What follows belongs to an exercise in optimizing a design on an open flow for small area and a short achievable clock period; a production flow would make more cautious choices.
In this exercise RTL edits were held to simulation tests only and were not proved equivalent to the original.
Power and IR drop assume default switching activity.

$ cat design.v
module contador(clock, clear, out);
input clear, clock;
output [1:0] out;
reg [1:0] out;
always @(posedge clock) begin
	if(!clear) 
        out <= out + 1'b1;
	else out  <= 2'b00;
end
endmodule
module register(in, enable, clk, out);
input [15:0] in;
input enable, clk;
output [15:0] out;
reg [15:0] out;
always @(posedge clk) begin
	if(enable)
		out <= in;
end
endmodule
module decodificador(in, out);
input [2:0] in;
output [7:0] out;
reg [7:0] out;
always @(in) begin
    out = 8'b00000000;
    out[7 - in] = 1'b1; 
end
endmodule
module sinal(in, controle, out);
input [15:0] in;
input controle;
output reg [15:0] out;
always @(in or controle) begin
	if(controle)
		out = - in;
	else
		out = in;
end
endmodule
module ula(in_a, in_b, op_select, out);
    input [15:0] in_a, in_b;     
    input op_select;   
    output reg [15:0] out; 
    always @(*) begin
        case (op_select)
            1'b1: out = in_a + in_b;    
            1'b0: out = ~(in_a & in_b); 
        endcase
    end
endmodule 
module extensor(inn, out);
input [15:0]  inn;
output [15:0] out;
reg [15:0] out;
always @(inn) begin
	if(inn[9] == 1)
		out = {6'b111111, inn[9:0]};
	else
		out = {6'b000000, inn[9:0]};
end
endmodule
module mult(
	imediat, 
	r0,
	r1,
	r2,
	r3,
	r4,
	r5,
	r6,
	r7,
	r,
	imediat_select, 
	reg_select,
	r_select,
	bus);
input [15:0] imediat, r0, r1, r2, r3, r4, r5, r6, r7, r;
input imediat_select, r_select;
input [7:0] reg_select;
output [15:0] bus;
reg [15:0] bus;
 always @(*) begin
 	if(imediat_select == 1)begin
 		bus = imediat;
 	end
 	else if(r_select == 1)begin
 		bus = r;
 	end
 	else if(reg_select == 8'b10000000)begin
 		bus = r0;
 	end 
 	else if(reg_select == 8'b01000000)begin
 		bus = r1;
 	end 
 	else if(reg_select == 8'b00100000)begin
 		bus = r2;
 	end 
 	else if(reg_select == 8'b00010000)begin
 		bus = r3;
 	end 
 	else if(reg_select == 8'b00001000)begin
 		bus = r4;
 	end 
 	else if(reg_select == 8'b00000100)begin
 		bus = r5;
 	end 
 	else if(reg_select == 8'b00000010)begin
 		bus = r6;
 	end 
 	else if(reg_select == 8'b00000001)begin
 		bus = r7;
 	end
 	else bus = 16'b0000000000000000; 
 end
endmodule
module unidade_controle
(
clk,
in, 
resetn,
cont,
reg_select,
r_select,
immediate_select,
r0_enable, 
r1_enable,
r2_enable,
r3_enable,
r4_enable,
r5_enable,
r6_enable,
r7_enable,
a_enable,
r_enable,
opSelect,
clear,
negativo
);
input clk;
input [8:0] in;
input [1:0] cont;
input resetn;
output reg r_select, immediate_select;
output reg [7:0] reg_select;
output reg r0_enable, r1_enable, r2_enable, r3_enable, r4_enable, r5_enable, r6_enable, r7_enable, a_enable, r_enable, clear;
output reg opSelect, negativo;
reg [2:0] opcode;
reg [2:0] register1, register2;
reg [1:0] status;
reg negar;
wire [7:0] outRegister1, outRegister2, outEnableRegister;
decodificador d1(register1, outRegister1);
decodificador d2(register2, outRegister2);
decodificador d3(register1, outEnableRegister);
always @(*) begin
	opcode = {in[8], in[7], in[6]};
	register1 = {in[5], in[4], in[3]};
	register2 = {in[2], in[1], in[0]};
	clear = !resetn;
end
always @(posedge clk) begin
	if(!resetn) begin
		opSelect <= 1;
		status <= 2'b00;
		negar <= 0;
	end
	else if(cont == 2'b00) begin
		if(opcode == 3'b111) begin
				opSelect <= 1;  
				status <= 2'b01;
				negar <= 0;
		end
		else if(opcode == 3'b101) begin
				opSelect <= 1;  
				status <= 2'b11;
				negar <= 0;
		end
		else if(opcode == 3'b000) begin
			opSelect <= 1; 
			status <= 2'b00;
			negar <= 0;
		end 
		else if(opcode == 3'b001) begin
				opSelect <= 1; 
				status <= 2'b00;
				negar <= 1;
		end
		else if(opcode == 3'b010) begin
				opSelect <= 0;  
				status <= 2'b00;
				negar <= 0;
		end
		else if(opcode == 3'b100) begin
				opSelect <= 1;  
				status <= 2'b01;
				negar <= 0;
		end
	end
end
always @(*) begin
	r_select = 0;
	immediate_select = 0;
	reg_select = 8'b00000000;
	a_enable = 0;
	r_enable = 0;
	negativo = 0;
	r0_enable = 0;
	r1_enable = 0;
	r2_enable = 0;
	r3_enable = 0;
	r4_enable = 0;
	r5_enable = 0;
	r6_enable = 0;
	r7_enable = 0;
	case (cont)
			2'b00:begin 
			end
			2'b01:begin 
				a_enable = 1;
				if(status == 2'b00)
					reg_select = outRegister1;
			end
			2'b10:begin 
				r_enable = 1;
				if(status != 2'b11)
					reg_select = outRegister2;
				else
					immediate_select = 1;
				negativo = negar;
			end
			2'b11:begin 
				r_select = 1;
				r0_enable = outEnableRegister[7] & resetn;
				r1_enable = outEnableRegister[6] & resetn;
				r2_enable = outEnableRegister[5] & resetn;
				r3_enable = outEnableRegister[4] & resetn;
				r4_enable = outEnableRegister[3] & resetn;
				r5_enable = outEnableRegister[2] & resetn;
				r6_enable = outEnableRegister[1] & resetn;
				r7_enable = outEnableRegister[0] & resetn;
			end
		endcase
end
endmodule
module processador(clk, iin, resetn, outProcessador);
input clk, resetn;
input [15:0] iin;
output [15:0] outProcessador;
reg [1:0] cont;
reg [2:0] hop;           
reg [7:0] sel;           
reg [15:0] X, Y;
wire [2:0] op = iin[15:13];
wire [2:0] rx = iin[12:10];
wire [2:0] ry = iin[9:7];
wire c0 = (cont == 2'd0);
wire c3 = (cont == 2'd3);
wire rep = (op == 3'b011) || (op == 3'b110);
always @(posedge clk) begin
	if (!resetn) cont <= 2'd0;
	else cont <= cont + 2'd1;
end
always @(posedge clk) begin
	if (!resetn) hop <= 3'b000;
	else if (c0 && !rep) hop <= op;
end
wire [7:0] rx_oh = 8'd1 << rx;
wire [7:0] ry_oh = 8'd1 << ry;
always @(posedge clk)
	sel <= c0 ? ry_oh : rx_oh;
wire [7:0] rsel = c0 ? rx_oh : sel;
wire [15:0] rq [0:7];
genvar g;
generate for (g = 0; g < 8; g = g + 1) begin : R
	reg [15:0] q;
	always @(posedge clk)
		if (c3 && resetn && sel[g]) q <= X;
	assign rq[g] = q;
end endgenerate
wire [15:0] rd = ({16{rsel[0]}} & rq[0]) | ({16{rsel[1]}} & rq[1]) |
                 ({16{rsel[2]}} & rq[2]) | ({16{rsel[3]}} & rq[3]) |
                 ({16{rsel[4]}} & rq[4]) | ({16{rsel[5]}} & rq[5]) |
                 ({16{rsel[6]}} & rq[6]) | ({16{rsel[7]}} & rq[7]);
wire h_sub = (hop == 3'b001);
wire h_nan = (hop == 3'b010);
wire h_ldi = (hop == 3'b101);
wire h_mov = hop[2] & ~h_ldi;       
wire go = (cont == 2'd1);
reg k_inv, k_sub, k_nan, k_ldi, k_pass;
always @(posedge clk) begin
	k_inv  <= c0 & (rep ? h_sub : (op == 3'b001));
	k_sub  <= go & h_sub;
	k_nan  <= go & h_nan;
	k_ldi  <= go & h_ldi;
	k_pass <= ~go | h_mov;
end
wire [15:0] imm = {{6{iin[9]}}, iin[9:0]};
wire [15:0] sum = X + Y;
reg [15:0] alu;
always @(*) begin
	if (k_pass) alu = Y ^ {16{k_inv}};
	else if (k_ldi) alu = imm;
	else if (k_nan) alu = ~(X & Y);
	else alu = sum ^ {16{k_sub}};
end
always @(posedge clk) begin
	Y <= rd;
	X <= alu;
end
assign outProcessador = X;
endmodule
$ cat run.sh
#!/bin/bash
# synth_recipe.tcl (not shown) runs the flow's synth.tcl, then flattens the netlist and writes it again
# the make line also repeats each setting of config.mk as NAME=value (left out here)
make -C /OpenROAD-flow-scripts/flow DESIGN_CONFIG=/design/flow/config.mk WORK_HOME=/design/flow/orfs CLKGATE_MAP_FILE= SYNTH_SCRIPT=/design/flow/synth_recipe.tcl finish
$ cat config.mk
export PLATFORM = sky130hd
export DESIGN_NAME = processador
export DESIGN_NICKNAME = processador
export VERILOG_FILES = /design/flow/design.v
export SDC_FILE = /design/flow/constraint.sdc
export NUM_CORES = 4
export LEC_CHECK = 0
export ABC_CLOCK_PERIOD_IN_PS = 2500
export CAP_MARGIN = 20
export CORE_MARGIN = 2
export CORE_UTILIZATION = 40
export CTS_BUF_LIST = sky130_fd_sc_hd__clkbuf_8
export CTS_CLUSTER_SIZE = 20
export PLACE_DENSITY = 0.6
export SETUP_SLACK_MARGIN = 4.6
export SLEW_MARGIN = 20
$ cat constraint.sdc
create_clock -name core_clock -period 7.0 [get_ports {clk}]
set_input_delay 1.4000 -clock core_clock [delete_from_list [all_inputs] [get_ports {clk}]]
set_output_delay 1.4000 -clock core_clock [all_outputs]
set_load 0.01 [all_outputs]
==> flow_metrics.tcl, run 1 <==
set metrics [dict create \
    status "complete, no violations" \
    fmax_mhz 422 \
    switchingPower_mw 0.997 \
    p_int_mw 2.08 \
    rows 49 \
    pre_cts_ws_ns 3.58 \
    synth_fp_nets 590 \
    synth_compound_area_share_pct 15.9 \
    power_mw 3.08 \
    syn2layout_area_growth_pct 20.4 \
    initial_core_util_pct 41.2 \
    fin_area_mm2 0.00900 \
    rsz0062_at_grt "no" \
    dieArea_mm2 0.0198 \
    synth_area_mm2 0.00747 \
    hold_violations 0 \
    regToRegSetupSlack_ns 4.73 \
    die_w_um 141 \
    cp.arrival_ns 0.97 \
    met3RoutedLength_mm 1.20 \
    startpoint "X[7]" \
    core-area_mm2 0.0181 \
    synth_xor_area_share_pct 5.16 \
    hp-class "reg -> reg" \
    cts.sinks 178 \
    setup_ws_ns 4.63 \
    yosys.area_share.simple_pct 7.25 \
    htree_levels 4 \
    p_per_area_mw_per_mm2 342 \
    cp_top_family "flip-flops" \
    post-place-cells 791 \
    synth_warnings 1 \
    ys_types 54 \
    clk_pin_slew_ns 0.09 \
    drv_slew 0 \
    ir_drop_v 0.000145 \
    syn_area_per_cell_um2 13.5 \
    drtIter0Drc 361 \
    power.share.sequential_pct 45.4 \
    fin_setup_tns_ns 0 \
    p_leak_nw 3.19 \
    startpoint_type "register" \
    cpPeakStageDelay_ns 0.37 \
    clock_latency_ns 0.46 \
    drive_above_1_share_pct 24.4 \
    reg2regPathDepth 9 \
    sw_frac_of_total_pct 32.4 \
    grt_max_degree 37 \
    hpwl_mm 11.3 \
    grt_pass1_wl_mm 29.9 \
    pin_count 34 \
    vias 4962 \
    maxCapViolCount 0 \
    syn_inst 552 \
    finalSetupViolCount 0 \
    period_minus_slack_ns 2.37 \
    routed_wl_mm 19.2 \
    period_share_pct 33.9 \
    critPathCaptureType "primary output" \
    cts_made_buffers 17 \
    worst_slew_pin_slew_ns 0.841 \
    synth-seq-area-share_pct 64.8 \
    final_common_cell "edfxtp_1" \
    clock-skew-final_ns 0.0110 \
    drc 0 \
    ant_nets 0 \
    path_class "reg -> out" \
    synth.area.mux_share_pct 1.26 \
    wl_per_cell_um 22.5 \
    slew_headroom_pct 43.8 \
    cts_buffer_depth 2 \
    crit_chain "buf_4" \
    layout.nets 649 \
    place_congestion 0.846 \
    clockRootBuffer "clkbuf_8" \
    crit_end "outProcessador[7]" \
    fin_cells 853 \
    synthFlopType "edfxtp_1" \
    io_buffers 33 \
    antenna_cells 0 \
    wl_met2_mm 8.82 \
    via_per_inst 5.82 \
    tritoncts "done" \
    cp.depth 1 \
    grt_overflow 0 \
    p_clk_share_pct 23.9 \
    synthAdderAreaFrac_pct 3.45 \
    post_dp_cell_area_mm2 0.00819 \
    antenna_found_initial 0 \
    grt_usage_pct 20.4 \
    r2r_start "X[0]" \
    die_height_um 141 \
    holdWs_ns 0.481 \
    synth-edff-count 128 \
    wl_met1_mm 8.90 \
    cp_max_fo 3 \
    p_comb_share_pct 30.7 \
    routed.top_layer "met4" \
    crit_buf_inv 1 \
    synth_top_family_by_area "compound AO/OA/AOI/OAI gates" \
    grt_pass1_vias 4911 \
    layout_common_cells "edfxtp_1 (128), dfxtp_1 (34), a22oi_1 (33), buf_4 (32), a21oi_1 (26)" \
    final_util_pct 49.6 \
    synth-seq-cells 178 \
    drtPass1Iterations 5 \
    r2r-end "X[12]" \
    crit_slowest_cell "dfxtp_4" \
    crit_required_ns 5.60 \
    ys_async_sr_fraction_pct 0 \
]
what timing repair did:
| item | in CTS | in global routing |
|---|---|---|
| gates cloned | 1 | 0 |
| gates resized for setup | 125 | 23 |
| hold buffers | 0 | 0 |
| buffers inserted | 28 | 1 |
| pin swaps | 5 | 7 |
| setup endpoints to repair | 167 | 23 |
synth_stat cells, types with 3 or more instances:
library cell | instances | area, um^2
o31ai_1 | 5 | 37.5
mux2i_1 | 6 | 60.1
buf_2 | 12 | 60.1
o21ai_0 | 9 | 45.0
dfxtp_1 | 50 | 1000
nand3_1 | 24 | 120
a21oi_1 | 26 | 130
nand2_1 | 21 | 78.8
nor3b_1 | 3 | 22.5
a22oi_1 | 35 | 263
nor2_1 | 11 | 41.3
a21o_1 | 8 | 60.1
nand2b_1 | 8 | 50.1
nor4_1 | 3 | 18.8
xor2_1 | 23 | 201
and3_1 | 10 | 62.6
a211o_1 | 3 | 26.3
a22o_1 | 18 | 158
a211oi_1 | 12 | 90.1
clkbuf_1 | 15 | 56.3
inv_1 | 10 | 37.5
o22ai_1 | 5 | 31.3
edfxtp_1 | 128 | 3840
a221oi_1 | 18 | 158
nor2b_1 | 7 | 43.8
mux2_2 | 3 | 33.8
ha_1 | 19 | 238
xnor2_1 | 21 | 184
nor3_1 | 3 | 15.0
and2_1 | 3 | 18.8
cell type report:
class	instances	area, um^2
fill	1578	9150
sequential	178	4900
multi-input combinational	336	2780
timing repair buffer	68	579
tap	229	287
clock buffer	17	234
clock inverter	15	178
inverter	10	37.5
how the worst min path moves through the flow:
| stage | start | endpoint | slack [ns] | cells past startpoint |
|---|---|---|---|---|
| CTS | R[7].q[9] | Y[9] | 0.48 | 2 |
| detailed placement | R[1].q[4] | Y[4] | 0.47 | 2 |
| floorplan | cont[0] | cont[0] | 0.44 | 1 |
| global route | X[7] | R[3].q[7] | 0.49 | 0 |
| global placement | R[2].q[15] | Y[15] | 0.45 | 2 |
| finish | R[7].q[9] | Y[9] | 0.48 | 2 |
power groups by stage:
| stage | sequential (mW) | clock [mW] | combinational [mW] |
|---|---|---|---|
| after global routing | 1.40 | 0.786 | 1.05 |
| final | 1.40 | 0.736 | 0.946 |
| after global placement | 1.47 | 0 | 0.738 |
| after detailed placement | 1.47 | 0 | 0.753 |
| after CTS | 1.39 | 0.743 | 0.909 |
| after floorplan | 1.41 | 0 | 0.542 |
logic make-up (layout without fill, tap and decap cells):
family,count (synthesis),count (layout)
DFF,178,178
AOI/OAI and AO/OA,160,160
buffers and inverters,39,110
adders and majority gates,20,20
muxes,9,10
xor gates and xnor gates,44,44
and+or+nand+nor,102,102
sequential cells by signal, indices dropped and copies added, names as in the netlist:
signal	count
X	16
sel	8
R.q	128
hop	3
cont	2
k_pass	1
k_sub	1
k_inv	1
k_nan	1
Y	16
k_ldi	1
metal layers:
| layer | up-vias | track usage, % |
|---|---|---|
| li1 | 2280 | - |
| met1 | 2509 | 29.3 |
| met2 | 154 | 31.6 |
| met3 | 19 | 4.04 |
| met4 | 0 | 5.68 |
| met5 | - | 0 |
==> run 2, diff against run 1 <==
--- a/config.mk
+++ b/config.mk
@@ -8,3 +8,3 @@
 export ABC_CLOCK_PERIOD_IN_PS = 2500
-export CAP_MARGIN = 20
+export CAP_MARGIN = 5
 export CORE_MARGIN = 2
@@ -15,2 +15,2 @@
 export SETUP_SLACK_MARGIN = 4.6
-export SLEW_MARGIN = 20
+export SLEW_MARGIN = 5
==> run 2 against run 1 <==
Synthesized area stayed put. Global-route usage is 0.30 points higher. Via count is 0.56% higher. Final cell count is 0.35% higher. Routed wire length is 1.7% higher. Setup slack worse by 0.082 ns. Synthesized cell count stayed put. Power is 1.0% lower. Combinational power is 1% higher. Largest cell class unchanged. Highest routed layer unchanged.
==> flow_metrics.tcl, run 2 <==
set metrics [dict create \
    status "complete, no violations" \
    crit_slowest_cell "dfxtp_4" \
    layout_common_cells "edfxtp_1 (128), buf_4 (36), dfxtp_1 (34), a22oi_1 (33), a21oi_1 (26)" \
    synth_area_leaders "edfxtp_1 (51%), dfxtp_1 (13%), a22oi_1 (3.5%)" \
    ctsHoldBuffers 0 \
    period_minus_slack_ns 2.45 \
    startpoint_type "register" \
    worst_slew_pin_slew_ns 0.848 \
    clockRootBuffer "clkbuf_8" \
    regMostFlops "R.q" \
    finalSetupViolCount 0 \
    dieArea_mm2 0.0198 \
    yosys.area.top_type "edfxtp_1" \
    hold_violations 0 \
    crit_buf_inv 1 \
    rsz0062_at_grt "yes" \
    critPathCaptureType "primary output" \
    reg2regPathDepth 9 \
    vias 4990 \
    die_w_um 141 \
    grt_overflow 0 \
    place_congestion 0.846 \
    drtPass1Iterations 4 \
    post_dp_cell_area_mm2 0.00818 \
    whs_path_depth 1 \
    ant_nets 0 \
    syn_inst 552 \
    die_height_um 141 \
    post-place-cells 790 \
    fin_area_mm2 0.00897 \
    hpwl_mm 11.3 \
    largest_register_ff_count 128 \
    cpPeakStageDelay_ns 0.36 \
    n_fill_cell 1570 \
    synth-seq-area-share_pct 64.8 \
    synth-seq-cells 178 \
    clock-skew-final_ns 0.0106 \
    synth_fp_nets 590 \
    grt_pass1_vias 5029 \
    drc 0 \
    fin_setup_tns_ns 0 \
    ys_types 54 \
    netlist_top_cells_count "edfxtp_1 (128), dfxtp_1 (50), a22oi_1 (35), a21oi_1 (26), nand3_1 (24)" \
    cts_made_buffers 17 \
    holdWs_ns 0.483 \
    grt_pass1_wl_mm 30.2 \
    reg.largest.list "R.q x128, X x16, Y x16" \
    antenna_found_initial 0 \
    antenna_cells 0 \
    routed_wl_mm 19.5 \
    synthFlopType "edfxtp_1" \
    crit_chain "clkdlybuf4s15_1" \
    rows 49 \
    cp.arrival_ns 1.05 \
    period_share_pct 35.1 \
    syn2layout_area_growth_pct 20.1 \
    drive_above_1_share_pct 24.7 \
    grt_usage_pct 20.7 \
    slew_headroom_pct 43.4 \
    pre_cts_ws_ns 3.56 \
    cp.depth 1 \
    htree_levels 4 \
    cts.sinks 178 \
    ir_drop_v 0.000150 \
    p_leak_nw 3.17 \
    io_buffers 33 \
    tritoncts "done" \
    p_clk_share_pct 22.6 \
    clock_latency_ns 0.47 \
    clk_pin_slew_ns 0.09 \
    wl_per_cell_um 22.8 \
    syn_area_per_cell_um2 13.5 \
    layout.nets 652 \
    cp_top_family "flip-flops" \
    final_util_pct 49.4 \
    core-area_mm2 0.0181 \
    drv_slew 0 \
    p_comb_share_pct 31.5 \
    pin_count 34 \
    p_int_mw 2.02 \
    drtIter0Drc 370 \
    synth_area_mm2 0.00747 \
    fmax_mhz 408 \
    synth-edff-count 128 \
    p_per_area_mw_per_mm2 339 \
    path_class "reg -> out" \
    synth_most_common_cell "edfxtp_1" \
    cts_buffer_depth 2 \
    hp-class "reg -> reg" \
    synth.top_cell.area_share_pct 51.4 \
    power_mw 3.05 \
    via_per_inst 5.83 \
    switchingPower_mw 1.02 \
    cp_max_fo 2 \
    setup_ws_ns 4.55 \
    fin_cells 856 \
    final_common_cell "edfxtp_1" \
    synth_warnings 1 \
    grt_max_degree 37 \
    maxCapViolCount 0 \
    crit_required_ns 5.60 \
    initial_core_util_pct 41.2 \
    power.share.sequential_pct 45.9 \
    ys_async_sr_fraction_pct 0 \
    sw_frac_of_total_pct 33.6 \
]
run 2: cell count changes in the layout (fill, tap and decap cells not counted), sizes merged:
cell	delta
clkbuf	-1
clkinvlp	+2
clkinv	-1
inv	+1
bufinv	-2
buf	+3
clkdlybuf4s15	+1
run 2: logic make-up after synthesis:
family / after synthesis / share of synthesized area (%)
simple gates: 102 / 7.25
fa+ha+maj: 20 / 3.45
buf+inv: 39 / 2.16
flops: 178 / 64.8
xor+xnor: 44 / 5.16
compound gates: 160 / 15.9
mux: 9 / 1.26
run 2: per-layer routing:
layer / up-vias / track usage (%) / wire length, um / share of wire, %
met3: 16 / 5.43 / 1040 / 5.3
met2: 122 / 32.3 / 9100 / 47
met5: - / 0 / 0 / 0
li1: 2292 / - / - / -
met4: 0 / 4.37 / 218 / 1.1
met1: 2560 / 29.3 / 9170 / 47
run 2: worst paths after layout:
| path | startpoint | to | slack [ns] |
|---|---|---|---|
| worst max-delay path | X[1] | outProcessador[1] | 4.55 |
| worst min-delay path | cont[0] | cont[0] | 0.48 |
| worst max register to register | X[0] | X[14] | 4.69 |
| worst min register to register | cont[0] | cont[0] | 0.48 |
run 2: area by class of cell:
class | instances | area, um^2 | share of cell area, %
sequential | 178 | 4900 | 54.7
clock buffer | 17 | 234 | 2.61
multi-input combinational | 336 | 2760 | 30.8
tap | 229 | 287 | 3.19
inverter | 10 | 37.5 | 0.418
timing repair buffer | 71 | 603 | 6.72
clock inverter | 15 | 145 | 1.62
run 2: repair_timing:
action | 4_1_cts | 5_1_grt
resized for setup | 128 | 18
setup buffers | 32 | 1
pin swaps | 4 | 3
endpoints found under the setup margin | 167 | 24
cloned | 1 | 0
run 2: power by group through the flow:
stage               combinational [mW]  sequential (mW)  clock, mW
finish                           0.959             1.40      0.688
global route                      1.06             1.41      0.736
CTS                              0.934             1.40      0.695
detailed placement               0.753             1.47          0
global placement                 0.738             1.47          0
floorplan                        0.542             1.41          0
run 2: worst register-to-register path: stages (launching register included):
cell	delay, ns
dfxtp_4	0.35
buf_4	0.17
ha_2	0.20
fa_2	0.35
a21o_1	0.20
a221oi_4	0.33
o21ai_4	0.11
a211oi_2	0.27
xnor2_1	0.15
a21oi_1	0.08
==> run 3, diff against run 2 <==
--- a/config.mk
+++ b/config.mk
@@ -8,9 +8,9 @@
 export ABC_CLOCK_PERIOD_IN_PS = 2500
-export CAP_MARGIN = 5
+export CAP_MARGIN = 20
 export CORE_MARGIN = 2
-export CORE_UTILIZATION = 40
+export CORE_UTILIZATION = 55
 export CTS_BUF_LIST = sky130_fd_sc_hd__clkbuf_8
 export CTS_CLUSTER_SIZE = 20
-export PLACE_DENSITY = 0.6
+export PLACE_DENSITY = 0.7
 export SETUP_SLACK_MARGIN = 4.6
-export SLEW_MARGIN = 5
+export SLEW_MARGIN = 20
==> run 3 against run 2 <==
Still clean on timing, DRC and antenna. Power shrank 2.5%. Clock skew down 0.00082 ns. Via count rose by 0.86%. Critical endpoint is now Y[6]. Largest cell class unchanged. Largest power group unchanged.
==> flow_metrics.tcl, run 3 <==
set metrics [dict create \
    wl_per_cell_um 23.5 \
    drtIter0Drc 467 \
    ir_drop_v 0.000164 \
    rows 42 \
    crit_required_ns 7.33 \
    synth-seq-area-share_pct 64.8 \
    grt_pass1_wl_mm 28.5 \
    layout.nets 653 \
    critPathCaptureType "register" \
    synth_most_common_cell "edfxtp_1" \
    period_share_pct 34.1 \
    tritoncts "done" \
    startpoint "iin[10]" \
    die_height_um 121 \
    synth_fp_nets 590 \
    fin_setup_tns_ns 0 \
    hp-class "reg -> reg" \
    dieArea_mm2 0.0145 \
    cts_made_buffers 17 \
    n_fill_cell 971 \
    cp.arrival_ns 2.71 \
    fin_cells 804 \
    clockRootBuffer "clkbuf_8" \
    antenna_found_initial 0 \
    clk_pin_slew_ns 0.09 \
    grt_pass1_vias 4973 \
    hold_violations 0 \
    reg.largest.list "R.q x128, X x16, Y x16" \
    drtPass1Iterations 5 \
    grt_usage_pct 27.2 \
    via_per_inst 6.26 \
    die_w_um 121 \
    largest_register_ff_count 128 \
    startpoint_type "input port" \
    ctsHoldBuffers 0 \
    synth.top_cell.area_share_pct 51.4 \
    path_class "in -> reg" \
    p_per_area_mw_per_mm2 336 \
    worst_slew_pin_slew_ns 0.814 \
    rsz0062_at_grt "no" \
    routed_wl_mm 18.9 \
    grt_overflow 0 \
    fmax_mhz 419 \
    yosys.area.top_type "edfxtp_1" \
    p_leak_nw 3.17 \
    syn2layout_area_growth_pct 18.3 \
    ys_async_sr_fraction_pct 0 \
    regMostFlops "R.q" \
    vias 5033 \
    synth_warnings 1 \
    slew_headroom_pct 45.5 \
    post-place-cells 737 \
    cp_max_fo 8 \
    place_congestion 0.864 \
    final_common_cell "edfxtp_1" \
    r2r_start "Y[0]" \
    drc 0 \
    layout_common_cells "edfxtp_1 (128), buf_4 (36), dfxtp_1 (34), a22oi_1 (33), a21oi_1 (26)" \
    synth-seq-cells 178 \
    synth_area_leaders "edfxtp_1 (51%), dfxtp_1 (13%), a22oi_1 (3.5%)" \
    antenna_cells 0 \
    clock_latency_ns 0.46 \
    drv_slew 0 \
    clock-skew-final_ns 0.00978 \
    netlist_top_cells_count "edfxtp_1 (128), dfxtp_1 (50), a22oi_1 (35), a21oi_1 (26), nand3_1 (24)" \
    io_buffers 33 \
    syn_inst 552 \
    hold_start "R[3].q[12]" \
    pin_count 34 \
    grt_max_degree 37 \
    maxCapViolCount 0 \
    ant_nets 0 \
    period_minus_slack_ns 2.39 \
    cts.sinks 178 \
    cts_buffer_depth 2 \
    drive_above_1_share_pct 23.9 \
    initial_core_util_pct 56.4 \
    htree_levels 4 \
    core-area_mm2 0.0132 \
    syn_area_per_cell_um2 13.5 \
    synth-edff-count 128 \
    regArea_mm2 0.00490 \
    synth_area_mm2 0.00747 \
    status "complete, no violations" \
    finalSetupViolCount 0 \
    synthFlopType "edfxtp_1" \
    ys_types 54 \
    hpwl_mm 10.7 \
    multi_input_area_mm2 0.00274 \
]
run 3: cell counts after synthesis:
Identical to the previous run, type by type.
run 3: cell families (layout without fill, tap and decap cells):
family / Yosys count / in the layout / synth area share (%)
multiplexers: 9 / 10 / 1.26
AO/OA/AOI/OAI: 160 / 160 / 15.9
adder cells (fa/ha/maj): 20 / 20 / 3.45
AND/OR/NAND/NOR: 102 / 102 / 7.25
XOR/XNOR: 44 / 44 / 5.16
flip-flops: 178 / 178 / 64.8
buffers and inverters: 39 / 114 / 2.16
run 3: worst paths after layout:
path	slack, ns	to	cells after the start
setup reg to reg	4.74	X[14]	8
hold / removal	0.48	Y[12]	2
hold reg to reg	0.48	Y[12]	2
setup / recovery	4.61	Y[6]	6
run 3: critical path, stage by stage:
cell             delay [ns]
clkdlybuf4s15_2        0.25
nor3b_4                0.20
mux2_4                 0.35
a22o_1                 0.22
a221oi_2               0.17
nand3_1                0.11
run 3: repair_timing:
item | CTS | global route
cloned | 1 | 0
pin swaps | 4 | 4
buffers inserted | 31 | 3
resized for setup | 125 | 8
endpoints found under the setup margin | 167 | 15
run 3: metal layers:
metal,share of wire (%),global-route usage (%)
met5,0,0
met4,1.7,7.92
met3,8.6,5.52
met2,46,42.2
met1,44,39.1
run 3: layout make-up:
cell class / instances / share of cell area, %
timing repair buffer: 72 / 6.47
clock buffer: 17 / 2.65
multi-input combinational: 336 / 31.0
inverter: 10 / 0.425
tap: 176 / 2.49
clock inverter: 15 / 1.47
sequential: 178 / 55.5
run 3: metrics by stage:
stage / cell area (um^2) / power (mW) / utilization (%) / hold slack [ns] / worst slack, ns
after floorplan: 7730 / 1.95 / - / 0.440 / 4.44
after global placement: 8110 / 2.19 / 61.3 / 0.452 / 3.63
after detailed placement: 8120 / 2.22 / 61.3 / 0.459 / 3.55
after CTS: 8820 / 2.94 / 66.6 / 0.475 / 4.49
after global routing: 8840 / 3.11 / 66.7 / 0.505 / 4.60
final: 8840 / 2.97 / 66.7 / 0.478 / 4.61
run 3: where the power goes:
part           leakage [nW]  internal [mW]  switching (mW)
sequential             1.58           1.31          0.0781
clock                 0.194          0.308           0.351
combinational          1.40          0.397           0.525
total                  3.17           2.01           0.953
==> run 4, diff against run 3 <==
--- a/config.mk
+++ b/config.mk
@@ -13,2 +13,3 @@
 export CTS_CLUSTER_SIZE = 20
+export GPL_TIMING_DRIVEN = 0
 export PLACE_DENSITY = 0.7
==> run 4 against run 3 <==
Count of clock-buffer cells in the layout rose by 1. Sequential power barely moved. Routed wire length rose by 2.1%. Synthesized cell count did not move. Critical endpoint is now Y[1]. Final cell count rose by 3.4%. Combinational power rose by 3.3%. Fmax fell by 0.63%. Critical path depth rose by 1.
==> flow_metrics.tcl, run 4 <==
set metrics [dict create \
    layout_common_cells "edfxtp_1 (128), buf_4 (38), dfxtp_1 (34), a22oi_1 (33), a21oi_1 (25)" \
    rows 42 \
    reg.largest.list "R.q x128, X x16, Y x16" \
    drtIter0Drc 428 \
    ant_nets 0 \
    hold_violations 0 \
    synthFlopType "edfxtp_1" \
    crit_required_ns 7.30 \
    startpoint_type "input port" \
    cts_buffer_depth 2 \
    drive_above_1_share_pct 25.0 \
    die_w_um 121 \
    drv_slew 0 \
    clock-skew-final_ns 0.0103 \
    tritoncts "done" \
    path_class "in -> reg" \
    htree_levels 4 \
    hpwl_mm 11.6 \
    netlist_top_cells_count "edfxtp_1 (128), dfxtp_1 (50), a22oi_1 (35), a21oi_1 (26), nand3_1 (24)" \
    routed_wl_mm 19.3 \
    via_per_inst 6.15 \
    synth_most_common_cell "edfxtp_1" \
    power_mw 2.98 \
    crit_slowest_cell "mux2_4" \
    synth-edff-count 128 \
    ys_async_sr_fraction_pct 0 \
    crit_top_cell "buf_4" \
    wl_per_cell_um 23.2 \
    period_minus_slack_ns 2.40 \
    critPathCaptureType "register" \
    hp-class "reg -> reg" \
    post-place-cells 758 \
    synth.top_cell.area_share_pct 51.4 \
    synth-seq-cells 178 \
    cpPeakStageDelay_ns 0.31 \
    syn_inst 552 \
    core-area_mm2 0.0132 \
    cp_top_family "compound AO/OA/AOI/OAI gates" \
    synthAdderAreaFrac_pct 3.45 \
    p_leak_nw 3.31 \
    grt_pass1_wl_mm 28.5 \
    dieArea_mm2 0.0145 \
    fmax_mhz 416 \
    grt_usage_pct 27.5 \
    grt_max_degree 17 \
    grt_pass1_vias 4872 \
    period_share_pct 34.3 \
    crit_buf_inv 2 \
    regMostFlops "R.q" \
    status "complete, no violations" \
    crit_chain "buf_4 -> nor3b_4 -> mux2_4 -> buf_4 -> a22o_1 -> a221oi_2 -> nand3_1" \
    drc 0 \
    syn2layout_area_growth_pct 21.1 \
    ys_types 54 \
    synth_top_family_by_area "compound AO/OA/AOI/OAI gates" \
    antenna_cells 0 \
    final_common_cell "edfxtp_1" \
    synth_compound_area_share_pct 15.9 \
    antenna_found_initial 0 \
    die_height_um 121 \
    pin_count 34 \
    cp_max_fo 8 \
    largest_register_ff_count 128 \
    initial_core_util_pct 56.4 \
    yosys.area_share.simple_pct 7.25 \
    cp.arrival_ns 2.71 \
    ctsHoldBuffers 0 \
    cts_made_buffers 17 \
    rsz0062_at_grt "no" \
    slew_headroom_pct 51.7 \
    whs_path_depth 1 \
    yosys.area.top_type "edfxtp_1" \
    maxCapViolCount 0 \
    syn_area_per_cell_um2 13.5 \
    synth_warnings 1 \
    synth_area_leaders "edfxtp_1 (51%), dfxtp_1 (13%), a22oi_1 (3.5%)" \
    grt_overflow 0 \
    cp.depth 7 \
    ir_drop_v 0.000171 \
    io_buffers 30 \
    clock_latency_ns 0.45 \
    synth-seq-area-share_pct 64.8 \
    p_per_area_mw_per_mm2 330 \
    finalSetupViolCount 0 \
    clk_pin_slew_ns 0.08 \
    synth_xor_area_share_pct 5.16 \
    synth_fp_nets 590 \
    synth_area_mm2 0.00747 \
    vias 5112 \
    cts.sinks 178 \
    fin_cells 831 \
    drtPass1Iterations 6 \
    place_congestion 0.885 \
    clockRootBuffer "clkbuf_8" \
    reg2regPathDepth 8 \
    worst_slew_pin_slew_ns 0.724 \
    fin_setup_tns_ns 0 \
    layout.nets 680 \
    synth.area.mux_share_pct 1.26 \
]
run 4: cell counts after synthesis:
No cell type changed its count.
run 4: cells by family after synthesis:
group / after synthesis
buf+inv: 39
fa+ha+maj: 20
xor+xnor: 44
simple gates: 102
compound gates: 160
flops: 178
mux: 9
run 4: layout make-up:
cell class,count,area (um^2)
flip-flops and latches,178,4900
fillers,978,4200
multi-input cells,338,2740
repair buffers,68,566
clock buffers,18,248
plain buffers,29,223
well taps,176,220
clock inverters,14,113
inverters,10,37.5
run 4: worst paths after layout:
path,start,end,slack (ns)
worst min-delay path,cont[0],cont[0],0.48
worst max-delay path,iin[10],Y[1],4.60
worst min register to register,cont[0],cont[0],0.48
worst max register to register,cont[0],Y[1],4.76
run 4: timing repair:
item | CTS | global route
pin swaps | 5 | 8
gates resized for setup | 109 | 22
setup buffers | 31 | 7
cloned | 0 | 3
endpoints found under the setup margin | 163 | 93
run 4: layer usage:
layer  wire [um]  global-route usage [%]
met3        1490                    5.14
met1        8380                    39.3
met4         319                    8.07
met5           0                       0
met2        9060                    43.4
run 4: power by group:
part / leakage, nW / internal (mW) / switching [mW]
Combinational: 1.52 / 0.409 / 0.543
Sequential: 1.58 / 1.31 / 0.0719
Clock: 0.205 / 0.314 / 0.336
Total: 3.31 / 2.03 / 0.951
run 4: stage by stage:
step | worst slack (ns) | instance area, um^2 | util, % | hold slack (ns)
finish | 4.60 | 9050 | 68.3 | 0.479
CTS | 4.39 | 8880 | 67.1 | 0.486
global route | 4.60 | 9050 | 68.3 | 0.501
floorplan | 4.44 | 7730 | - | 0.440
detailed placement | 3.52 | 8250 | 62.3 | 0.469
global placement | 3.50 | 8250 | 62.3 | 0.452
==> run 5, diff against run 4 <==
--- a/config.mk
+++ b/config.mk
@@ -7,3 +7,3 @@
 export LEC_CHECK = 0
-export ABC_CLOCK_PERIOD_IN_PS = 2500
+export ABC_CLOCK_PERIOD_IN_PS = 4000
 export CAP_MARGIN = 20
@@ -13,3 +13,2 @@
 export CTS_CLUSTER_SIZE = 20
-export GPL_TIMING_DRIVEN = 0
 export PLACE_DENSITY = 0.7
==> run 5 against run 4 <==
Largest power group unchanged. Hold slack got worse by 0.0014 ns. Cell area shrank 2.3%. Register-to-register slack worse by 0.02 ns. Core utilization down 1.6 points. Non-clock buffer count decreased by 25. Highest routed layer unchanged. Count of clock-buffer cells in the layout shrank 1. Via count is 1.5% lower. Combinational power shrank 3.2%. Sequential power barely moved. Critical path type unchanged. Synthesized area unchanged. Sequential share of layout area rose by 1.3 points. Largest cell class unchanged.
==> flow_metrics.tcl, run 5 <==
set metrics [dict create \
    status "complete, no violations" \
    synth-seq-area-share_pct 64.8 \
    p_comb_share_pct 31.1 \
    clk_pin_slew_ns 0.09 \
    vias 5033 \
    syn_area_per_cell_um2 13.5 \
    wl_per_cell_um 23.5 \
    p_int_mw 2.01 \
    io_buffers 33 \
    regArea_mm2 0.00490 \
    slew_headroom_pct 45.5 \
    largest_register_ff_count 128 \
    rsz0062_at_grt "no" \
    ctsHoldBuffers 0 \
    period_minus_slack_ns 2.39 \
    cts_buffer_depth 2 \
    synth_area_leaders "edfxtp_1 (51%), dfxtp_1 (13%), a22oi_1 (3.5%)" \
    clock_latency_ns 0.46 \
    die_w_um 121 \
    grt_usage_pct 27.2 \
    final_common_cell "edfxtp_1" \
    drtPass1Iterations 5 \
    cp.arrival_ns 2.71 \
    grt_pass1_wl_mm 28.5 \
    grt_max_degree 37 \
    r2r_start "Y[0]" \
    drtIter0Drc 467 \
    crit_required_ns 7.33 \
    ant_nets 0 \
    p_per_area_mw_per_mm2 336 \
    synth_warnings 1 \
    tritoncts "done" \
    routed_wl_mm 18.9 \
    syn_inst 552 \
    synth-seq-cells 178 \
    regMostFlops "R.q" \
    whs_path_depth 2 \
    reg.largest.list "R.q x128, X x16, Y x16" \
    clock-skew-final_ns 0.00978 \
    pin_count 34 \
    die_height_um 121 \
    fmax_mhz 419 \
    sw_frac_of_total_pct 32.1 \
    hp-class "reg -> reg" \
    hold_start "R[3].q[12]" \
    antenna_found_initial 0 \
    regToRegSetupSlack_ns 4.74 \
    synth_most_common_cell "edfxtp_1" \
    startpoint_type "input port" \
    via_per_inst 6.26 \
    n_fill_cell 971 \
    initial_core_util_pct 56.4 \
    cts.sinks 178 \
    htree_levels 4 \
    final_util_pct 66.7 \
    core-area_mm2 0.0132 \
    power.share.sequential_pct 46.8 \
    place_congestion 0.864 \
    grt_overflow 0 \
    dieArea_mm2 0.0145 \
    layout_common_cells "edfxtp_1 (128), buf_4 (36), dfxtp_1 (34), a22oi_1 (33), a21oi_1 (26)" \
    multi_input_area_mm2 0.00274 \
    cp_max_fo 8 \
    drv_slew 0 \
    cts_made_buffers 17 \
    switchingPower_mw 0.953 \
    r2r-end "X[14]" \
    rows 42 \
    synth.top_cell.area_share_pct 51.4 \
    hold_violations 0 \
    ys_types 54 \
    path_class "in -> reg" \
    holdPathEnd "Y[12]" \
    finalSetupViolCount 0 \
    synthFlopType "edfxtp_1" \
    maxCapViolCount 0 \
    ys_async_sr_fraction_pct 0 \
    critPathCaptureType "register" \
    grt_pass1_vias 4973 \
    netlist_top_cells_count "edfxtp_1 (128), dfxtp_1 (50), a22oi_1 (35), a21oi_1 (26), nand3_1 (24)" \
    synth-edff-count 128 \
    hpwl_mm 10.7 \
    worst_slew_pin_slew_ns 0.814 \
    antenna_cells 0 \
    synth_fp_nets 590 \
    ir_drop_v 0.000164 \
    yosys.area.top_type "edfxtp_1" \
    drive_above_1_share_pct 23.9 \
    layout.nets 653 \
    drc 0 \
    synth_area_mm2 0.00747 \
    syn2layout_area_growth_pct 18.3 \
    period_share_pct 34.1 \
    fin_setup_tns_ns 0 \
    p_leak_nw 3.17 \
    reg2regPathDepth 8 \
    p_clk_share_pct 22.2 \
    clockRootBuffer "clkbuf_8" \
]
==> run 5: cell count changes in the layout (fill, tap and decap cells not counted), moves of 2 or more <==
cell,change
clkbuf_1,-8
clkbuf_8,-5
and3_2,-3
buf_6,-3
buf_1,-2
buf_12,-2
buf_2,-2
buf_4,-2
buf_8,-2
clkinvlp_4,+2
inv_1,-2
o21ai_2,-2
o21ai_4,+2
==> run 5: stage by stage <==
| stage | hold WS, ns | std cells | power [mW] | worst slack [ns] | area, um^2 |
|---|---|---|---|---|---|
| final | 0.478 | 804 | 2.97 | 4.61 | 8840 |
| after global routing | 0.505 | 804 | 3.11 | 4.60 | 8840 |
| after CTS | 0.475 | 801 | 2.94 | 4.49 | 8820 |
| after detailed placement | 0.459 | 737 | 2.22 | 3.55 | 8120 |
| after global placement | 0.452 | 737 | 2.19 | 3.63 | 8110 |
| after floorplan | 0.440 | 552 | 1.95 | 4.44 | 7730 |
==> run 5: repair_timing <==
item	4_1_cts	5_1_grt
buffers inserted	31	3
setup endpoints to repair	167	15
pin swaps	4	4
cloned	1	0
resized for setup	125	8
==> run 5: worst max-delay path, cell delays in order <==
cell,delay (ns)
clkdlybuf4s15_2,0.25
nor3b_4,0.20
mux2_4,0.35
a22o_1,0.22
a221oi_2,0.17
nand3_1,0.11
==> run 5: kinds of logic (layout without fill, tap and decap cells) <==
logic type	after synthesis	count (layout)	share of synthesized area [%]
flops	178	178	64.8
xor+xnor	44	44	5.16
buf+inv	39	114	2.16
compound gates	160	160	15.9
mux	9	10	1.26
simple gates	102	102	7.25
fa+ha+maj	20	20	3.45
==> run 5: cell type report <==
type / count / area share, %
clock buffers: 17 / 2.65
clock inverters: 15 / 1.47
inverters: 10 / 0.425
multi-input cells: 336 / 31.0
flip-flops and latches: 178 / 55.5
well taps: 176 / 2.49
repair buffers: 72 / 6.47
==> run 5: worst max path at each step <==
stage                       start                 to  slack (ns)
after floorplan            iin[9]              X[13]        4.44
after global placement     resetn         R[7].q[14]        3.63
after detailed placement   resetn          R[7].q[9]        3.55
after CTS                    X[2]  outProcessador[2]        4.49
after global routing         X[9]  outProcessador[9]        4.60
final                     iin[10]               Y[6]        4.61
==> run 5: power by group through the flow <==
stage | clock (mW) | sequential (mW) | combinational [mW]
floorplan | 0 | 1.41 | 0.542
global placement | 0 | 1.46 | 0.735
detailed placement | 0 | 1.47 | 0.749
CTS | 0.661 | 1.39 | 0.898
global route | 0.703 | 1.39 | 1.01
finish | 0.658 | 1.39 | 0.922
==> run 5: routing by layer <==
| metal | track usage, % | vias up | wire [um] | part of all wire, % |
|---|---|---|---|---|
| li1 | - | 2291 | - | - |
| met1 | 39.1 | 2469 | 8210 | 44 |
| met2 | 42.2 | 245 | 8710 | 46 |
| met3 | 5.52 | 28 | 1620 | 8.6 |
| met4 | 7.92 | 0 | 315 | 1.7 |
| met5 | 0 | - | 0 | 0 |
==> run 6, diff against run 5 <==
--- a/config.mk
+++ b/config.mk
@@ -7,3 +7,3 @@
 export LEC_CHECK = 0
-export ABC_CLOCK_PERIOD_IN_PS = 4000
+export ABC_AREA = 1
 export CAP_MARGIN = 20
==> run 6 against run 5 <==
Still clean. Cell area increased by 2.2%. Clock skew grew 0.0038 ns. Sequential power about the same. Non-clock buffer count up 3. Final cell count up 25%. Routed wire length fell by 0.25%. Die area is 3.6% higher. Register-to-register slack gained 0.08 ns. Critical path type unchanged. Critical endpoint is now R[0].q[8]. Largest cell class unchanged. Largest power group unchanged. Highest routed layer unchanged.
==> flow_metrics.tcl, run 6 <==
set metrics [dict create \
    syn2layout_area_growth_pct 16.5 \
    fmax_mhz 418 \
    die_w_um 123 \
    finalSetupViolCount 0 \
    slew_headroom_pct 33.8 \
    core-area_mm2 0.0138 \
    largest_register_ff_count 128 \
    initial_core_util_pct 56.1 \
    clockRootBuffer "clkbuf_8" \
    p_per_area_mw_per_mm2 369 \
    grt_pass1_vias 5388 \
    htree_levels 4 \
    crit_chain "clkdlybuf4s50_1 -> nand2_4 -> nor2_1 -> buf_4" \
    status "complete, no violations" \
    drive_above_1_share_pct 16.5 \
    place_congestion 0.894 \
    via_per_inst 5.51 \
    grt_overflow 0 \
    path_class "in -> reg" \
    vias 5547 \
    cpPeakStageDelay_ns 0.61 \
    clock_latency_ns 0.47 \
    netlist_top_cells_count "nand2_1 (198), edfxtp_1 (128), a21oi_1 (69), inv_1 (58), dfxtp_1 (50)" \
    io_buffers 33 \
    synth_warnings 1 \
    synth-seq-area-share_pct 62.5 \
    layout.nets 851 \
    maxCapViolCount 0 \
    fin_setup_tns_ns 0 \
    drc 0 \
    synth_most_common_cell "nand2_1" \
    period_share_pct 34.2 \
    drv_slew 0 \
    synth-edff-count 128 \
    wl_per_cell_um 18.7 \
    final_common_cell "nand2_1" \
    synth_area_leaders "edfxtp_1 (50%), dfxtp_1 (13%), nand2_1 (9.6%)" \
    clock-skew-final_ns 0.0136 \
    grt_usage_pct 26.3 \
    cts_buffer_depth 2 \
    syn_inst 743 \
    fin_cells 1006 \
    synth-seq-cells 178 \
    clk_pin_slew_ns 0.09 \
    hold_violations 0 \
    post-place-cells 941 \
    die_height_um 123 \
    ir_drop_v 0.000195 \
    layout_common_cells "nand2_1 (194), edfxtp_1 (128), a21oi_1 (65), inv_1 (56), nand3_1 (39)" \
    antenna_cells 0 \
    cts_made_buffers 17 \
    pin_count 34 \
    hp-class "reg -> reg" \
    synthFlopType "edfxtp_1" \
    ys_types 34 \
    period_minus_slack_ns 2.39 \
    yosys.area.top_type "edfxtp_1" \
    cts.sinks 178 \
    critPathCaptureType "register" \
    drtPass1Iterations 6 \
    cp.arrival_ns 2.54 \
    startpoint_type "input port" \
    p_leak_nw 3.60 \
    syn_area_per_cell_um2 10.4 \
    synth_fp_nets 781 \
    ys_async_sr_fraction_pct 0 \
    ctsHoldBuffers 0 \
    hpwl_mm 11.9 \
    synth.top_cell.area_share_pct 49.6 \
    antenna_found_initial 0 \
    worst_slew_pin_slew_ns 0.991 \
    grt_max_degree 27 \
    cp_max_fo 16 \
    grt_pass1_wl_mm 28.9 \
    regMostFlops "R.q" \
    crit_slowest_cell "clkdlybuf4s50_1" \
    rsz0062_at_grt "yes" \
    rows 43 \
    reg.largest.list "R.q x128, X x16, Y x16" \
    ant_nets 0 \
    synth_area_mm2 0.00775 \
    crit_required_ns 7.15 \
    routed_wl_mm 18.8 \
    dieArea_mm2 0.0151 \
    tritoncts "done" \
    drtIter0Drc 538 \
]
## run 6: cell types whose count changed in the layout (fill, tap and decap cells not counted), moves of 11 or more
cell and change:
inv_1 +42, nand4_1 +26, a211oi_1 -11, a22oi_1 -25, nand2_1 +174, a21oi_1 +39, nor2_1 +19, nand3_1 +15
a22o_1 -14, a221oi_2 -15
## run 6: repair_timing
item                       CTS  global route
pin swaps                    1             1
gates cloned                 0             1
setup endpoints to repair  160           147
gates resized for setup    110            30
setup buffers               27             5
## run 6: critical path: cells and delay by family
kind / cells / cell delay [ns]
buffers and inverters: 2 / 0.89
and+or+nand+nor: 2 / 0.24
## run 6: worst paths after layout
kind / slack, ns / depth (start not counted) / endpoint / startpoint
worst max-delay path: 4.61 / 4 / R[0].q[8] / resetn
worst min-delay path: 0.44 / 1 / k_nan / hop[0]
worst max register to register: 4.82 / 10 / Y[0] / cont[0]
worst min register to register: 0.44 / 1 / k_nan / hop[0]
## run 6: area by class of cell
type / count / area [um^2]
timing repair buffer: 75 / 617
sequential: 178 / 4900
clock buffer: 17 / 234
inverter: 67 / 272
multi-input combinational: 474 / 2550
clock inverter: 15 / 228
tap: 180 / 225
fill: 1098 / 4800
## run 6: through the flow
| stage | hold slack, ns | cell area [um^2] | setup slack (ns) | util, % | power [mW] |
|---|---|---|---|---|---|
| 2_1_floorplan | 0.399 | 7750 | 4.36 | - | 2.10 |
| 3_3_place_gp | 0.413 | 8210 | 3.75 | 59.4 | 2.40 |
| 3_5_place_dp | 0.417 | 8210 | 3.67 | 59.4 | 2.43 |
| 4_1_cts | 0.433 | 8930 | 4.47 | 64.6 | 3.31 |
| 5_1_grt | 0.459 | 9030 | 4.60 | 65.3 | 3.53 |
| 6_report | 0.442 | 9030 | 4.61 | 65.3 | 3.34 |
## run 6: where the power goes
part           internal [mW]  leakage (nW)  switching, mW  total (mW)
clock                  0.429         0.229          0.371       0.800
sequential              1.32          1.56         0.0965        1.42
combinational          0.435          1.81          0.682        1.12
total                   2.19          3.60           1.15        3.34
## run 6: cell families after synthesis
family | after synthesis | synth area share (%)
AO/OA/AOI/OAI | 107 | 7.75
XOR/XNOR | 36 | 4.07
adder cells (fa/ha/maj) | 20 | 3.33
buffers and inverters | 91 | 5.36
flip-flops | 178 | 62.5
AND/OR/NAND/NOR | 311 | 17.0
## run 6: per-layer routing
metal  GRT usage [%]  vias to the layer above  share of wire (%)
met5               0                        -                  0
met4            7.61                        0                1.4
met3            8.36                       27                8.8
met2            40.5                      195                 46
met1            35.8                     2634                 44
li1                -                     2691                  -
==> run 7, diff against run 6 <==
--- a/config.mk
+++ b/config.mk
@@ -7,3 +7,3 @@
 export LEC_CHECK = 0
-export ABC_AREA = 1
+export ABC_CLOCK_PERIOD_IN_PS = 2500
 export CAP_MARGIN = 20
@@ -14,3 +14,3 @@
 export PLACE_DENSITY = 0.7
-export SETUP_SLACK_MARGIN = 4.6
+export SETUP_SLACK_MARGIN = 4.45
 export SLEW_MARGIN = 20
==> run 7 against run 6 <==
Largest cell class unchanged. Synthesized cell count down 26%. Critical endpoint is now R[7].q[12]. Register-to-register slack worse by 0.28 ns. Routed wire length down 4.7%. Synthesized area down 3.6%. Highest routed layer unchanged. Sequential share of layout area up 2.4 points. First-iteration DRC count up 5.0%. Cell area down 4.2%. Count of clock-buffer cells in the layout unchanged.
==> flow_metrics.tcl, run 7 <==
set metrics [dict create \
    status "complete, no violations" \
    synth_fp_nets 590 \
    reg.largest.list "R.q x128, X x16, Y x16" \
    slew_headroom_pct 29.4 \
    yosys.area_share.simple_pct 7.25 \
    holdPathEnd "Y[10]" \
    synth_top_family_by_area "compound AO/OA/AOI/OAI gates" \
    synth_xor_area_share_pct 5.16 \
    period_share_pct 37.6 \
    synthFlopType "edfxtp_1" \
    final_common_cell "edfxtp_1" \
    startpoint_type "input port" \
    syn_area_per_cell_um2 13.5 \
    synth-seq-cells 178 \
    critPathCaptureType "register" \
    regMostFlops "R.q" \
    fmax_mhz 380 \
    vias 4950 \
    reg2regPathDepth 9 \
    dieArea_mm2 0.0145 \
    maxCapViolCount 0 \
    layout.nets 639 \
    drc 0 \
    drive_above_1_share_pct 16.9 \
    regToRegSetupSlack_ns 4.54 \
    fin_area_mm2 0.00865 \
    cp.arrival_ns 2.74 \
    synth_area_leaders "edfxtp_1 (51%), dfxtp_1 (13%), a22oi_1 (3.5%)" \
    fin_setup_tns_ns 0 \
    final_util_pct 65.3 \
    grt_pass1_wl_mm 26.7 \
    path_class "in -> reg" \
    wl_met1_mm 7.61 \
    p_leak_nw 3.08 \
    netlist_top_cells_count "edfxtp_1 (128), dfxtp_1 (50), a22oi_1 (35), a21oi_1 (26), nand3_1 (24)" \
    clock-skew-final_ns 0.0123 \
    via_per_inst 6.27 \
    initial_core_util_pct 56.4 \
    synth.area.mux_share_pct 1.26 \
    ir_drop_v 0.000227 \
    grt_max_degree 37 \
    routed.top_layer "met4" \
    ys_async_sr_fraction_pct 0 \
    r2r_start "X[0]" \
    drtPass1Iterations 8 \
    hp-class "reg -> reg" \
    yosys.area.top_type "edfxtp_1" \
    worst_slew_pin_slew_ns 1.06 \
    die_w_um 121 \
    wl_per_cell_um 22.7 \
    ant_nets 0 \
    layout_common_cells "edfxtp_1 (128), a22oi_1 (35), dfxtp_1 (34), a21oi_1 (26), nand3_1 (24)" \
    clk_pin_slew_ns 0.08 \
    routed_wl_mm 17.9 \
    clockRootBuffer "clkbuf_8" \
    crit_required_ns 7.10 \
    place_congestion 0.860 \
    synth_area_mm2 0.00747 \
    cpPeakStageDelay_ns 0.74 \
    post_dp_cell_area_mm2 0.00798 \
    synth_compound_area_share_pct 15.9 \
    tritoncts "done" \
    period_minus_slack_ns 2.63 \
    ys_types 54 \
    r2r-end "X[12]" \
    synthAdderAreaFrac_pct 3.45 \
    drv_slew 0 \
    cp_max_fo 16 \
    whs_path_depth 2 \
    cp_top_family "buffers and inverters" \
    syn2layout_area_growth_pct 15.8 \
    ctsHoldBuffers 0 \
    synth.top_cell.area_share_pct 51.4 \
    rsz0062_at_grt "yes" \
    htree_levels 4 \
    wl_met2_mm 8.70 \
    synth_warnings 1 \
    p_per_area_mw_per_mm2 344 \
    clock_latency_ns 0.46 \
    pre_cts_ws_ns 3.52 \
    crit_buf_inv 1 \
    antenna_found_initial 0 \
    hpwl_mm 10.6 \
    grt_usage_pct 25.5 \
    grt_pass1_vias 4736 \
    cts_buffer_depth 2 \
    finalSetupViolCount 0 \
    cts_made_buffers 17 \
    grt_overflow 0 \
    met3RoutedLength_mm 1.27 \
    antenna_cells 0 \
    io_buffers 33 \
    rows 42 \
    hold_violations 0 \
    die_height_um 121 \
    syn_inst 552 \
    crit_slowest_cell "clkdlybuf4s50_1" \
    crit_chain "clkdlybuf4s50_1 -> and3_2" \
    synth_most_common_cell "edfxtp_1" \
    drtIter0Drc 565 \
    pin_count 34 \
    synth-seq-area-share_pct 64.8 \
    synth-edff-count 128 \
    largest_register_ff_count 128 \
    core-area_mm2 0.0132 \
    setup_ws_ns 4.37 \
    hold_start "R[4].q[10]" \
    cts.sinks 178 \
]
## run 7: cell types whose count changed after synthesis, moves of 12 or more
cell | previous run | this run
nand3_1 | 41 | 24
a21oi_1 | 69 | 26
a221oi_1 | 0 | 18
a22o_1 | 4 | 18
nor2_1 | 31 | 11
a22oi_1 | 8 | 35
inv_1 | 58 | 10
nand4_1 | 27 | 1
a211oi_1 | 0 | 12
nand2_1 | 198 | 21
## run 7: repair_timing
action	in CTS	in global routing
pin swaps	0	3
setup endpoints to repair	164	91
gates cloned	0	1
buffers inserted	10	10
resized for setup	81	18
## run 7: cells by family (layout without fill, tap and decap cells)
family | count (synthesis) | after routing
AOI/OAI and AO/OA | 160 | 160
buffers and inverters | 39 | 100
and+or+nand+nor | 102 | 102
DFF | 178 | 178
adders and majority gates | 20 | 20
muxes | 9 | 10
xor gates and xnor gates | 44 | 44
## run 7: worst max path at each step
| stage | depth (start not counted) | slack (ns) | start | end |
|---|---|---|---|---|
| final | 2 | 4.37 | resetn | R[7].q[12] |
| after global routing | 2 | 4.32 | resetn | R[7].q[12] |
| after CTS | 2 | 4.38 | resetn | R[7].q[12] |
| after detailed placement | 2 | 3.52 | resetn | R[2].q[11] |
| after global placement | 6 | 3.38 | iin[12] | Y[11] |
| after floorplan | 5 | 4.44 | iin[9] | X[13] |
## run 7: per-layer routing
metal | up-vias | track usage, %
met4 | 0 | 7.99
met2 | 210 | 41.6
li1 | 2266 | -
met5 | - | 0
met3 | 27 | 5.24
met1 | 2447 | 34.7
## run 7: report_power, final
| group | internal [mW] | leakage [nW] | switching [mW] |
|---|---|---|---|
| combinational | 0.394 | 1.30 | 0.492 |
| clock | 0.343 | 0.202 | 0.343 |
| sequential | 1.31 | 1.58 | 0.0919 |
| total | 2.05 | 3.08 | 0.926 |
## run 7: final cells by class
| class | instances | area [um^2] |
|---|---|---|
| fill | 996 | 4590 |
| tap | 176 | 220 |
| timing repair buffer | 58 | 513 |
| multi-input combinational | 336 | 2590 |
| sequential | 178 | 4900 |
| inverter | 10 | 37.5 |
| clock buffer | 17 | 234 |
| clock inverter | 15 | 149 |
## run 7: metrics by stage
step / total power [mW] / instances / hold slack (ns)
after floorplan: 1.94 / 552 / 0.440
after global placement: 2.18 / 736 / 0.446
after detailed placement: 2.20 / 737 / 0.466
after CTS: 2.92 / 779 / 0.482
after global routing: 3.11 / 790 / 0.494
final: 2.97 / 790 / 0.483
==> run 8, diff against run 7 <==
--- a/config.mk
+++ b/config.mk
@@ -14,3 +14,3 @@
 export PLACE_DENSITY = 0.7
-export SETUP_SLACK_MARGIN = 4.45
+export SETUP_SLACK_MARGIN = 4.8
 export SLEW_MARGIN = 20
==> run 8 against run 7 <==
First-iteration DRC count shrank 20%. Count of clock-buffer cells in the layout is the same. Critical path depth shrank 1. Highest routed layer unchanged. Critical path type is now reg -> out. Flip-flop and latch count is the same. Setup slack gained 0.28 ns. Non-clock buffer count grew 23. Global-route usage grew 0.79 points. Clock skew grew 0.0038 ns. Sequential power is essentially flat. Via count grew 2.5%. Cell area grew 6.5%. Final cell count grew 2.9%. Largest cell class unchanged.
==> flow_metrics.tcl, run 8 <==
set metrics [dict create \
    status "complete, no violations" \
    n_fill_cell 938 \
    fin_setup_tns_ns 0 \
    p_per_area_mw_per_mm2 337 \
    cpPeakStageDelay_ns 0.38 \
    drtPass1Iterations 5 \
    period_share_pct 33.6 \
    met3RoutedLength_mm 1.14 \
    startpoint_type "register" \
    grt_overflow 0 \
    largest_register_ff_count 128 \
    cts.sinks 178 \
    finalSetupViolCount 0 \
    synth_area_leaders "edfxtp_1 (51%), dfxtp_1 (13%), a22oi_1 (3.5%)" \
    synth_fp_nets 590 \
    cts_buffer_depth 2 \
    place_congestion 0.858 \
    hold_start "R[4].q[15]" \
    synth_most_common_cell "edfxtp_1" \
    rows 42 \
    cp_top_family "flip-flops" \
    antenna_cells 0 \
    vias 5074 \
    r2r_start "X[0]" \
    grt_usage_pct 26.3 \
    yosys.area.top_type "edfxtp_1" \
    setup_ws_ns 4.65 \
    p_leak_nw 3.33 \
    drive_above_1_share_pct 27.5 \
    layout.nets 662 \
    die_w_um 121 \
    slew_headroom_pct 52.7 \
    syn2layout_area_growth_pct 23.3 \
    reg2regPathDepth 9 \
    via_per_inst 6.24 \
    routed.top_layer "met4" \
    reg.largest.list "R.q x128, X x16, Y x16" \
    holdPathEnd "Y[15]" \
    hpwl_mm 10.6 \
    synth.top_cell.area_share_pct 51.4 \
    synthAdderAreaFrac_pct 3.45 \
    maxCapViolCount 0 \
    synth_xor_area_share_pct 5.16 \
    clock_latency_ns 0.46 \
    r2r-end "X[14]" \
    synth_compound_area_share_pct 15.9 \
    cp_max_fo 2 \
    layout_common_cells "edfxtp_1 (128), buf_4 (40), dfxtp_1 (33), a22oi_1 (29), a21oi_1 (25)" \
    drv_slew 0 \
    clockRootBuffer "clkbuf_8" \
    htree_levels 4 \
    netlist_top_cells_count "edfxtp_1 (128), dfxtp_1 (50), a22oi_1 (35), a21oi_1 (26), nand3_1 (24)" \
    wl_per_cell_um 22.8 \
    grt_pass1_wl_mm 27.8 \
    initial_core_util_pct 56.4 \
    cts_made_buffers 17 \
    synth-seq-area-share_pct 64.8 \
    rsz0062_at_grt "yes" \
    fmax_mhz 425 \
    synthFlopType "edfxtp_1" \
    pin_count 34 \
    multi_input_area_mm2 0.00281 \
    synth_warnings 1 \
    final_common_cell "edfxtp_1" \
    wl_met1_mm 8.45 \
    io_buffers 33 \
    syn_area_per_cell_um2 13.5 \
    pre_cts_ws_ns 3.60 \
    hold_violations 0 \
    ys_types 54 \
    worst_slew_pin_slew_ns 0.708 \
    syn_inst 552 \
    period_minus_slack_ns 2.35 \
    die_height_um 121 \
    path_class "reg -> out" \
    wl_met2_mm 8.69 \
    ir_drop_v 0.000202 \
    grt_max_degree 37 \
    cp.arrival_ns 0.95 \
    crit_chain "buf_6" \
    yosys.area_share.simple_pct 7.25 \
    holdWs_ns 0.476 \
    antenna_found_initial 0 \
    core-area_mm2 0.0132 \
    hp-class "reg -> reg" \
    tritoncts "done" \
    ys_async_sr_fraction_pct 0 \
    clock-skew-final_ns 0.0160 \
    grt_pass1_vias 4973 \
    crit_buf_inv 1 \
    drtIter0Drc 452 \
    synth.area.mux_share_pct 1.26 \
    ant_nets 0 \
    clk_pin_slew_ns 0.09 \
    regArea_mm2 0.00491 \
    synth-seq-cells 178 \
    routed_wl_mm 18.6 \
    regToRegSetupSlack_ns 4.81 \
    critPathCaptureType "primary output" \
    synth_area_mm2 0.00747 \
    crit_slowest_cell "dfxtp_4" \
    regMostFlops "R.q" \
    crit_required_ns 5.60 \
    whs_path_depth 2 \
    synth_top_family_by_area "compound AO/OA/AOI/OAI gates" \
    drc 0 \
    synth-edff-count 128 \
    dieArea_mm2 0.0145 \
]
## run 8: how the worst max path moves through the flow
stage,startpoint,end,slack (ns),cells past startpoint
final,X[4],outProcessador[4],4.65,1
after global routing,X[9],outProcessador[9],4.62,1
after CTS,X[6],outProcessador[6],4.63,1
after detailed placement,iin[12],Y[10],3.60,6
after global placement,iin[12],Y[10],3.66,6
after floorplan,iin[9],X[13],4.44,5
## run 8: through the flow
step,util (%),power (mW),cell area (um^2),instances
after CTS,68.2,3.08,9030,807
after detailed placement,61.6,2.22,8160,737
final,69.6,3.11,9210,813
after global placement,61.6,2.19,8160,737
after global routing,69.6,3.24,9210,813
after floorplan,-,1.96,7780,552
## run 8: kinds of logic (layout without fill, tap and decap cells)
kind of cell,after synthesis,in the layout
buffers and inverters,39,123
AND/OR/NAND/NOR,102,102
flip-flops,178,178
adder cells (fa/ha/maj),20,20
multiplexers,9,10
XOR/XNOR,44,44
AO/OA/AOI/OAI,160,160
## run 8: per-layer routing
| metal | vias up | track usage [%] |
|---|---|---|
| met5 | - | 0 |
| met3 | 25 | 4.67 |
| met4 | 0 | 7.19 |
| met2 | 171 | 40.6 |
| met1 | 2567 | 38.7 |
| li1 | 2311 | - |
## run 8: area by class of cell
| type | count | area share (%) |
|---|---|---|
| flip-flops and latches | 178 | 53.2 |
| well taps | 176 | 2.39 |
| clock inverters | 15 | 1.71 |
| clock buffers | 17 | 2.54 |
| inverters | 10 | 0.407 |
| repair buffers | 81 | 9.21 |
| multi-input cells | 336 | 30.5 |
## run 8: report_power, final
group | internal [mW] | switching, mW | total [mW]
clock network | 0.322 | 0.377 | 0.699
logic | 0.478 | 0.533 | 1.01
registers | 1.31 | 0.0890 | 1.40
## run 8: repair_timing
action                                  in CTS  in global routing
gates cloned                                 1                  3
endpoints found under the setup margin     168                 40
hold endpoints to repair                     0                  0
buffers inserted                            37                  3
pin swaps                                   14                 17
resized for setup                          155                 22
hold buffers                                 0                  0

re-timing with driven ports:
How much do the figures lean on ideal ports? The routed layouts below were timed once more, with nothing changed but the port constraints. Step 1, drivers: a clkbuf_16 drives clk and a buf_2 each remaining input, both assumed. Step 2 adds t to the input delays and takes it off the output delays; t is the mean of the earliest and latest rising clock arrival at the registers after step 1. Input paths then give back, and output paths get back, about the clock's delay inside the block. a / b / c = ideal / step 1 / step 2; a / b = the first two.
run	shift t [ns]	setup WS [ns]	hold WS [ns]	worst setup path after step 2
run 1	0.493	4.628 / 4.589 / 4.180	0.481 / 0.481 / 0.481	input to register
run 2	0.502	4.546 / 4.507 / 4.208	0.483 / 0.483 / 0.483	input to register
run 3	0.488	4.613 / 4.608 / 4.141	0.478 / 0.478 / 0.478	input to register
run 4	0.485	4.598 / 4.599 / 4.130	0.479 / 0.479 / 0.479	input to register
run 5	0.488	4.613 / 4.608 / 4.141	0.478 / 0.478 / 0.478	input to register
run 6	0.502	4.609 / 4.587 / 4.123	0.442 / 0.442 / 0.442	input to register
run 7	0.496	4.365 / 4.368 / 3.872	0.483 / 0.483 / 0.483	input to register
run 8	0.486	4.650 / 4.613 / 4.237	0.476 / 0.476 / 0.476	input to register
After both steps every run listed still meets setup and hold. The setup slack of run 7, which loses most, moves by +0.003 ns with the drivers and by -0.493 ns with both steps.
